Background: an optimization exercise with open tools, aiming at small area, a short achievable clock period and few clock cycles. Do not read the settings as production practice.
The RTL was checked by simulation tests, not by an equivalence proof against the original design.

==> module s1neuron, before the edit <==
module s1neuron #(parameter G = 2, parameter CW = 5) (
    input              clk,
    input  [CW-1:0]    cnt,
    input              busy,
    input  [127:0]     IN,
    input  [127:0]     Wr,
    output reg [15:0]  h
);
    localparam Q = 8 / G;
    localparam LG = (G <= 2) ? 1 : (G <= 4) ? 2 : 3;
    wire [CW-1:0] u = cnt;
    wire [LG-1:0] g = (G == 1) ? 0 : u[LG-1:0];
    reg  [16*Q-1:0] opx, opw;
    reg  [16*Q-1:0] prod;
    wire [16*Q-1:0] pw;
    reg  [15:0] acc;
    function [15:0] smacc;
        input [15:0] acc;
        input [15:0] p;
        reg         as;
        reg  [16:0] t;
        begin
            as = acc[15] & (|acc[14:0]);       
            t  = {as, as, acc[14:0]} + {p[15], p[15], p[14:0] ^ {15{p[15]}}} + {16'd0, p[15]};
            smacc = {t[16], t[14:0]};
        end
    endfunction
    genvar i;
    generate
        for (i = 0; i < Q; i = i + 1) begin : lane
            always @(posedge clk) begin
                opx[16*i +: 16] <= IN[16*(g*Q+i) +: 16];
                opw[16*i +: 16] <= Wr[16*(g*Q+i) +: 16];
            end
            multiplier_s mul (.a(opx[16*i +: 16]), .b(opw[16*i +: 16]), .p(pw[16*i +: 16]));
        end
    endgenerate
    always @(posedge clk) prod <= pw;
    wire [CW-1:0] u2 = cnt - 2;
    wire          act = (cnt >= 2) && (cnt < 8*G+2);
    wire          first = (G == 1) ? 1'b1 : (u2[LG-1:0] == 0);
    wire          last  = (G == 1) ? 1'b1 : (u2[LG-1:0] == G-1);
    wire [16*(Q+1)-1:0] chain;
    assign chain[15:0] = first ? 16'd0 : acc;
    generate
        for (i = 0; i < Q; i = i + 1) begin : fold
            assign chain[16*(i+1) +: 16] = smacc(chain[16*i +: 16], prod[16*i +: 16]);
        end
    endgenerate
    wire [15:0] s = chain[16*Q +: 16];
    always @(posedge clk) begin
        if (act) acc <= s;
        if (act && last) h <= s[15] ? 16'd0 : s;
    end
endmodule
Settings: LEC_CHECK=0, CAP_MARGIN=20, CORE_MARGIN=2, CORE_UTILIZATION=45, PLACE_DENSITY=0.6, SLEW_MARGIN=20, SYNTH_HIERARCHICAL=1, SYNTH_MINIMUM_KEEP_SIZE=0; clock period 35.0 ns.
standard.sh (not shown) runs the stock make flow with config.mk's settings and CLKGATE_MAP_FILE= SYNTH_SCRIPT=/design/flow/synth_recipe.tcl, a recipe that flattens the netlist after the stock synthesis.
==> flow/flow/run.sh <==
#!/bin/bash
set -euo pipefail
bash standard.sh "BUFFER_PORTS_ARGS=-buffer_cell sky130_fd_sc_hd__buf_1" \
    SETUP_SLACK_MARGIN=26.8 finish > standard_flow.log 2>&1
Testbench counts at the start, summed over its fixed seeds: cycles 10,240.
Change:
--- a/flow/design.v
+++ b/flow/design.v
@@ -895,10 +895,42 @@
         input [15:0] acc;
         input [15:0] p;
         reg         as;
-        reg  [16:0] t;
+        reg  [16:0] a, b, g, q, c, t;
         begin
             as = acc[15] & (|acc[14:0]);       
-            t  = {as, as, acc[14:0]} + {p[15], p[15], p[14:0] ^ {15{p[15]}}} + {16'd0, p[15]};
+            a  = {as, as, acc[14:0]};
+            b  = {p[15], p[15], p[14:0] ^ {15{p[15]}}};
+            g  = a & b;
+            q  = a ^ b;
+            g[0] = g[0] | (q[0] & p[15]);
+            g[1] = g[1] | (q[1] & g[0]);  q[1] = q[1] & q[0];
+            g[3] = g[3] | (q[3] & g[2]);  q[3] = q[3] & q[2];
+            g[5] = g[5] | (q[5] & g[4]);  q[5] = q[5] & q[4];
+            g[7] = g[7] | (q[7] & g[6]);  q[7] = q[7] & q[6];
+            g[9] = g[9] | (q[9] & g[8]);  q[9] = q[9] & q[8];
+            g[11] = g[11] | (q[11] & g[10]);  q[11] = q[11] & q[10];
+            g[13] = g[13] | (q[13] & g[12]);  q[13] = q[13] & q[12];
+            g[15] = g[15] | (q[15] & g[14]);  q[15] = q[15] & q[14];
+            g[3] = g[3] | (q[3] & g[1]);  q[3] = q[3] & q[1];
+            g[7] = g[7] | (q[7] & g[5]);  q[7] = q[7] & q[5];
+            g[11] = g[11] | (q[11] & g[9]);  q[11] = q[11] & q[9];
+            g[15] = g[15] | (q[15] & g[13]);  q[15] = q[15] & q[13];
+            g[7] = g[7] | (q[7] & g[3]);  q[7] = q[7] & q[3];
+            g[15] = g[15] | (q[15] & g[11]);  q[15] = q[15] & q[11];
+            g[15] = g[15] | (q[15] & g[7]);  q[15] = q[15] & q[7];
+            g[11] = g[11] | (q[11] & g[7]);  q[11] = q[11] & q[7];
+            g[5] = g[5] | (q[5] & g[3]);  q[5] = q[5] & q[3];
+            g[9] = g[9] | (q[9] & g[7]);  q[9] = q[9] & q[7];
+            g[13] = g[13] | (q[13] & g[11]);  q[13] = q[13] & q[11];
+            g[2] = g[2] | (q[2] & g[1]);  q[2] = q[2] & q[1];
+            g[4] = g[4] | (q[4] & g[3]);  q[4] = q[4] & q[3];
+            g[6] = g[6] | (q[6] & g[5]);  q[6] = q[6] & q[5];
+            g[8] = g[8] | (q[8] & g[7]);  q[8] = q[8] & q[7];
+            g[10] = g[10] | (q[10] & g[9]);  q[10] = q[10] & q[9];
+            g[12] = g[12] | (q[12] & g[11]);  q[12] = q[12] & q[11];
+            g[14] = g[14] | (q[14] & g[13]);  q[14] = q[14] & q[13];
+            g[16] = g[16] | (q[16] & g[15]);  q[16] = q[16] & q[15];
+            t  = (a ^ b) ^ {g[15:0], p[15]};
             smacc = {t[16], t[14:0]};
         end
     endfunction
After rerunning: Core utilization rises by 0.26 points. Final area went up slightly. Setup slack is worse by 97 ps. Routed wire length rose slightly. Final cell count hardly moves. First-iteration DRC count barely changes. Synthesized area is about the same. Via count is about the same.
Testbench counts after the change, summed over its fixed seeds: cycles 10,240.

========
top, a different RTL version from the one above (not shown whole).
For scale: ~430 flip-flops.
Settings: LEC_CHECK=0, CAP_MARGIN=20, CORE_MARGIN=2, CORE_UTILIZATION=45, PLACE_DENSITY=0.6, SLEW_MARGIN=20, SYNTH_HIERARCHICAL=1, SYNTH_MINIMUM_KEEP_SIZE=0; clock period 35.0 ns.
Scripts as last shown in full above: flow/flow/run.sh
The starting point finished with timing, DRC and antenna clean.
Testbench counts at the start, summed over its fixed seeds: cycles 10,240.
Change:
--- a/flow/design.v
+++ b/flow/design.v
@@ -372,63 +372,15 @@
     wire n349, n350;
     fadd f174 (.a(n303), .b(n254), .c(n302), .s(n349), .co(n350));
     wire n351, n352;
     fadd f175 (.a(n305), .b(n258), .c(n304), .s(n351), .co(n352));
     wire [24:0] x = ~{n351, n349, n347, n345, n343, n341, n339, n337, n335, n333, n331, n329, n327, n325, n323, n321, n319, n317, n315, n313, n311, n309, n307, pp[1], pp[0]};
     wire [24:0] y = ~{n350, n348, n346, n344, n342, n340, n338, n336, n334, n332, n330, n328, n326, n324, n322, n320, n318, n316, n314, n312, n310, n308, pp[30], pp[15], 1'b1};
     wire [10:0] lo = x[9:0] + y[9:0];
-    wire [14:0] hg = x[24:10] & y[24:10];
-    wire [14:0] hp = x[24:10] ^ y[24:10];
-    wire bg0 = hg[0] | (hp[0] & lo[10]);
-    wire bg1 = hg[1] | (hp[1] & bg0);
-    wire bp1 = hp[1] & hp[0];
-    wire bg2 = hg[3] | (hp[3] & hg[2]);
-    wire bp2 = hp[3] & hp[2];
-    wire bg3 = hg[5] | (hp[5] & hg[4]);
-    wire bp3 = hp[5] & hp[4];
-    wire bg4 = hg[7] | (hp[7] & hg[6]);
-    wire bp4 = hp[7] & hp[6];
-    wire bg5 = hg[9] | (hp[9] & hg[8]);
-    wire bp5 = hp[9] & hp[8];
-    wire bg6 = hg[11] | (hp[11] & hg[10]);
-    wire bp6 = hp[11] & hp[10];
-    wire bg7 = hg[13] | (hp[13] & hg[12]);
-    wire bp7 = hp[13] & hp[12];
-    wire bg8 = bg2 | (bp2 & bg1);
-    wire bp8 = bp2 & bp1;
-    wire bg9 = bg4 | (bp4 & bg3);
-    wire bp9 = bp4 & bp3;
-    wire bg10 = bg6 | (bp6 & bg5);
-    wire bp10 = bp6 & bp5;
-    wire bg11 = bg9 | (bp9 & bg8);
-    wire bp11 = bp9 & bp8;
-    wire bg12 = bg10 | (bp10 & bg11);
-    wire bp12 = bp10 & bp11;
-    wire bg13 = bg3 | (bp3 & bg8);
-    wire bp13 = bp3 & bp8;
-    wire bg14 = bg5 | (bp5 & bg11);
-    wire bp14 = bp5 & bp11;
-    wire bg15 = bg7 | (bp7 & bg12);
-    wire bp15 = bp7 & bp12;
-    wire bg16 = hg[2] | (hp[2] & bg1);
-    wire bp16 = hp[2] & bp1;
-    wire bg17 = hg[4] | (hp[4] & bg8);
-    wire bp17 = hp[4] & bp8;
-    wire bg18 = hg[6] | (hp[6] & bg13);
-    wire bp18 = hp[6] & bp13;
-    wire bg19 = hg[8] | (hp[8] & bg11);
-    wire bp19 = hp[8] & bp11;
-    wire bg20 = hg[10] | (hp[10] & bg14);
-    wire bp20 = hp[10] & bp14;
-    wire bg21 = hg[12] | (hp[12] & bg12);
-    wire bp21 = hp[12] & bp12;
-    wire bg22 = hg[14] | (hp[14] & bg15);
-    wire bp22 = hp[14] & bp15;
-    wire [14:0] cy = {bg22, bg15, bg21, bg12, bg20, bg14, bg19, bg11, bg18, bg13, bg17, bg8, bg16, bg1, bg0};
-    assign p = hp ^ {cy[13:0], lo[10]};
+    assign p = x[24:10] + y[24:10] + lo[10];
 endmodule
 module fadd (
     input  a,
     input  b,
     input  c,
     output s,
     output co
What happened: The new run completed without violations. Final area rose slightly. Routed wire length rose slightly. Die area is higher slightly. Synthesized area rose slightly. Global-route usage goes down by 0.45 points. Clock-buffer cell count came out lower by 13.
Testbench counts after the change, summed over its fixed seeds: cycles 10,240.

========
Another version of the RTL of top (not shown whole).
For scale: about 6600 cells after synthesis, about 440 flip-flops, about 67000 sq um of cells after synthesis.
==> module rmac, before the edit <==
module rmac #(parameter G = 2) (
    input              clk,
    input              act,
    input  [G-1:0]     sel,
    input              first,
    input              last,
    input  [15:0]      w,
    input  [15:0]      h,
    output reg [16*G-1:0] y,
    output reg [G-1:0] neg
);
    wire [15:0] p, s;
    reg  [15:0] cur;
    integer k;
    always @* begin
        cur = 16'd0;
        for (k = 0; k < G; k = k + 1)
            if (sel[k]) cur = y[16*k +: 16];
    end
    multiplier mul (.a(w), .b(h), .p(p));
    smacc add (.acc(first ? 16'd0 : cur), .p(p), .res(s));
    always @(posedge clk)
        for (k = 0; k < G; k = k + 1)
            if (act && sel[k]) begin
                y[16*k +: 16] <= s;
                neg[k] <= last & s[15];
            end
endmodule
==> module s2neuron, before the edit <==
module s2neuron #(parameter G = 2, parameter CW = 5) (
    input              clk,
    input  [CW-1:0]    cnt,
    input  [127:0]     Wc,
    input  [15:0]      h,
    output [127:0]     Y
);
    localparam Q = 8 / G;
    localparam LG = (G <= 2) ? 1 : (G <= 4) ? 2 : 3;
    wire [CW-1:0] v = cnt - (G + 1);
    wire [LG-1:0] g = (G == 1) ? 0 : v[LG-1:0];
    wire [CW-1:0] v2 = cnt - (G + 2);
    wire          act = (cnt >= G+2) && (cnt < 9*G+2);
    wire [LG-1:0] g2 = (G == 1) ? 0 : v2[LG-1:0];
    wire          first = (v2 < G);
    wire          last  = (v2 >= 7*G);
    wire [G-1:0]  sel = 1 << g2;
    reg  [16*Q-1:0] opw;
    wire [16*8-1:0] y;
    wire [7:0]      neg;
    genvar i, k;
    generate
        for (i = 0; i < Q; i = i + 1) begin : lane
            wire [16*G-1:0] ly;
            wire [G-1:0]    lneg;
            always @(posedge clk) opw[16*i +: 16] <= Wc[16*(g*Q+i) +: 16];
            rmac #(G) mac (.clk(clk), .act(act), .sel(sel), .first(first), .last(last),
                           .w(opw[16*i +: 16]), .h(h), .y(ly), .neg(lneg));
            for (k = 0; k < G; k = k + 1) begin : out
                assign y[16*(k*Q+i) +: 16] = ly[16*k +: 16];
                assign neg[k*Q+i] = lneg[k];
            end
        end
        for (i = 0; i < 8; i = i + 1) begin : relu
            assign Y[16*i +: 16] = neg[i] ? 16'd0 : y[16*i +: 16];
        end
    endgenerate
endmodule
==> module ctrl, before the edit <==
module ctrl #(parameter G = 2, parameter CW = 5) (
    input               clk,
    input               reset,
    input               start,
    output reg          done,
    output reg [CW-1:0] cnt,
    output reg          busy,
    output reg [3:0]    addr_r,
    output reg [3:0]    addr_c
);
    localparam LAST = 9*G+1;
    localparam LG = (G <= 2) ? 1 : (G <= 4) ? 2 : 3;
    reg [CW-1:0] nxt;
    reg [CW-1:0] vn;
    always @* begin
        nxt = cnt;
        if (reset)
            nxt = 0;
        else if (start)
            nxt = busy ? 0 : 1;
        else if (busy)
            nxt = (cnt == LAST) ? 0 : cnt + 1'b1;
        vn = nxt - (G + 1);
    end
    always @(posedge clk) begin
        cnt    <= nxt;
        addr_r <= (nxt < 8*G) ? {1'b0, nxt[LG+2:LG]} : 4'd0;
        addr_c <= {1'b0, vn[LG+2:LG]};
        if (reset) begin
            busy <= 1'b0;
            done <= 1'b0;
        end else if (start) begin
            busy <= 1'b1;
            done <= 1'b0;
        end else if (busy && cnt == LAST) begin
            busy <= 1'b0;
            done <= 1'b1;
        end
    end
endmodule
clock: 35.0 ns
lec_check: 0
cap_margin: 20
core_margin: 2
core_utilization: 45
place_density: 0.6
slew_margin: 20
synth_hierarchical: 1
synth_minimum_keep_size: 0
==> flow/flow/run.sh <==
#!/bin/bash
set -euo pipefail
bash standard.sh SETUP_SLACK_MARGIN=26.8 finish > standard_flow.log 2>&1
The baseline finished clean.
Testbench counts at the start, summed over its fixed seeds: cycles 10,240.
Next try:
--- a/flow/design.v
+++ b/flow/design.v
@@ -457,14 +457,13 @@
     input              act,
     input  [G-1:0]     sel,
     input              first,
     input              last,
     input  [15:0]      w,
     input  [15:0]      h,
-    output reg [16*G-1:0] y,
-    output reg [G-1:0] neg
+    output reg [16*G-1:0] y
 );
     wire [15:0] p, s;
     reg  [15:0] cur;
     integer k;
     always @* begin
         cur = 16'd0;
@@ -473,14 +472,13 @@
     end
     multiplier mul (.a(w), .b(h), .p(p));
     smacc add (.acc(first ? 16'd0 : cur), .p(p), .res(s));
     always @(posedge clk)
         for (k = 0; k < G; k = k + 1)
             if (act && sel[k]) begin
-                y[16*k +: 16] <= s;
-                neg[k] <= last & s[15];
+                y[16*k +: 16] <= (last && s[15]) ? 16'd0 : s;
             end
 endmodule
 module s2neuron #(parameter G = 2, parameter CW = 5) (
     input              clk,
     input  [CW-1:0]    cnt,
     input  [127:0]     Wc,
@@ -495,30 +493,23 @@
     wire          act = (cnt >= G+2) && (cnt < 9*G+2);
     wire [LG-1:0] g2 = (G == 1) ? 0 : v2[LG-1:0];
     wire          first = (v2 < G);
     wire          last  = (v2 >= 7*G);
     wire [G-1:0]  sel = 1 << g2;
     reg  [16*Q-1:0] opw;
-    wire [16*8-1:0] y;
-    wire [7:0]      neg;
     genvar i, k;
     generate
         for (i = 0; i < Q; i = i + 1) begin : lane
             wire [16*G-1:0] ly;
-            wire [G-1:0]    lneg;
             always @(posedge clk) opw[16*i +: 16] <= Wc[16*(g*Q+i) +: 16];
             rmac #(G) mac (.clk(clk), .act(act), .sel(sel), .first(first), .last(last),
-                           .w(opw[16*i +: 16]), .h(h), .y(ly), .neg(lneg));
+                           .w(opw[16*i +: 16]), .h(h), .y(ly));
             for (k = 0; k < G; k = k + 1) begin : out
-                assign y[16*(k*Q+i) +: 16] = ly[16*k +: 16];
-                assign neg[k*Q+i] = lneg[k];
+                assign Y[16*(k*Q+i) +: 16] = ly[16*k +: 16];
             end
         end
-        for (i = 0; i < 8; i = i + 1) begin : relu
-            assign Y[16*i +: 16] = neg[i] ? 16'd0 : y[16*i +: 16];
-        end
     endgenerate
 endmodule
 module ctrl #(parameter G = 2, parameter CW = 5) (
     input               clk,
     input               reset,
     input               start,
@@ -527,37 +518,32 @@
     output reg          busy,
     output reg [3:0]    addr_r,
     output reg [3:0]    addr_c
 );
     localparam LAST = 9*G+1;
     localparam LG = (G <= 2) ? 1 : (G <= 4) ? 2 : 3;
-    reg [CW-1:0] nxt;
-    reg [CW-1:0] vn;
-    always @* begin
-        nxt = cnt;
-        if (reset)
-            nxt = 0;
-        else if (start)
-            nxt = busy ? 0 : 1;
-        else if (busy)
-            nxt = (cnt == LAST) ? 0 : cnt + 1'b1;
-        vn = nxt - (G + 1);
-    end
+    wire [CW-1:0] inc = cnt + 1'b1;
+    wire [CW-1:0] vn  = inc - (G + 1);
     always @(posedge clk) begin
-        cnt    <= nxt;
-        addr_r <= (nxt < 8*G) ? {1'b0, nxt[LG+2:LG]} : 4'd0;
+        addr_r <= (reset || !busy || inc >= 8*G) ? 4'd0 : {1'b0, inc[LG+2:LG]};
         addr_c <= {1'b0, vn[LG+2:LG]};
         if (reset) begin
             busy <= 1'b0;
+            cnt  <= 0;
             done <= 1'b0;
         end else if (start) begin
             busy <= 1'b1;
+            cnt  <= busy ? {CW{1'b1}} : 1;
             done <= 1'b0;
-        end else if (busy && cnt == LAST) begin
-            busy <= 1'b0;
-            done <= 1'b1;
+        end else if (busy) begin
+            if (cnt == LAST) begin
+                busy <= 1'b0;
+                cnt  <= 0;
+                done <= 1'b1;
+            end else
+                cnt <= inc;
         end
     end
 endmodule
 module top (
     input          clk,
     input          reset,
Effect:
- core utilization hardly moves
- global-route usage is lower by 0.11 points
- worst hold slack degrades by 29 ps
- sequential share of layout area is lower by 0.15 points
- area after synthesis is lower by about 0.9%
- worst setup slack improves by 270 ps
- cell count is lower by 0.43%
Testbench counts after the change, summed over its fixed seeds: cycles 10,240.

-- re-timing with driven ports --
Ports are ideal in the flow. The routed layouts listed here were re-timed in OpenROAD. Step 1 assumes that a clkbuf_16 drives the clock port and a buf_2 every other input. Step 2 moves the port delays by t, midway between the first and last clock arrival at a register: inputs arrive t later, outputs are due t later. That takes back most of the time a late clock gives input paths. a / b / c = no drivers / after step 1 / after step 2; a / b = the first two.
run	t, ns	slack for setup (ns)	hold WS [ns]	worst data-port slew with drivers (ns)	pins driven straight from the clock port
the first run of note 1	0.746	26.722 / 26.640 / 27.028	0.461 / 0.461 / 0.461	0.06	1
the second run of note 1	0.750	26.624 / 26.545 / 27.128	0.466 / 0.466 / 0.466	0.20	1
the first run of note 2	0.724	26.634 / 26.561 / 27.067	0.463 / 0.463 / 0.463	0.06	1
the second run of note 2	0.745	26.615 / 26.538 / 27.124	0.504 / 0.504 / 0.504	0.11	1
the first run of note 3	0.750	26.378 / 26.305 / 26.592	0.486 / 0.486 / 0.486	0.09	1
the second run of note 3	0.767	26.650 / 26.576 / 26.836	0.457 / 0.457 / 0.457	0.21	1
After both steps setup and hold are still met in every run listed.
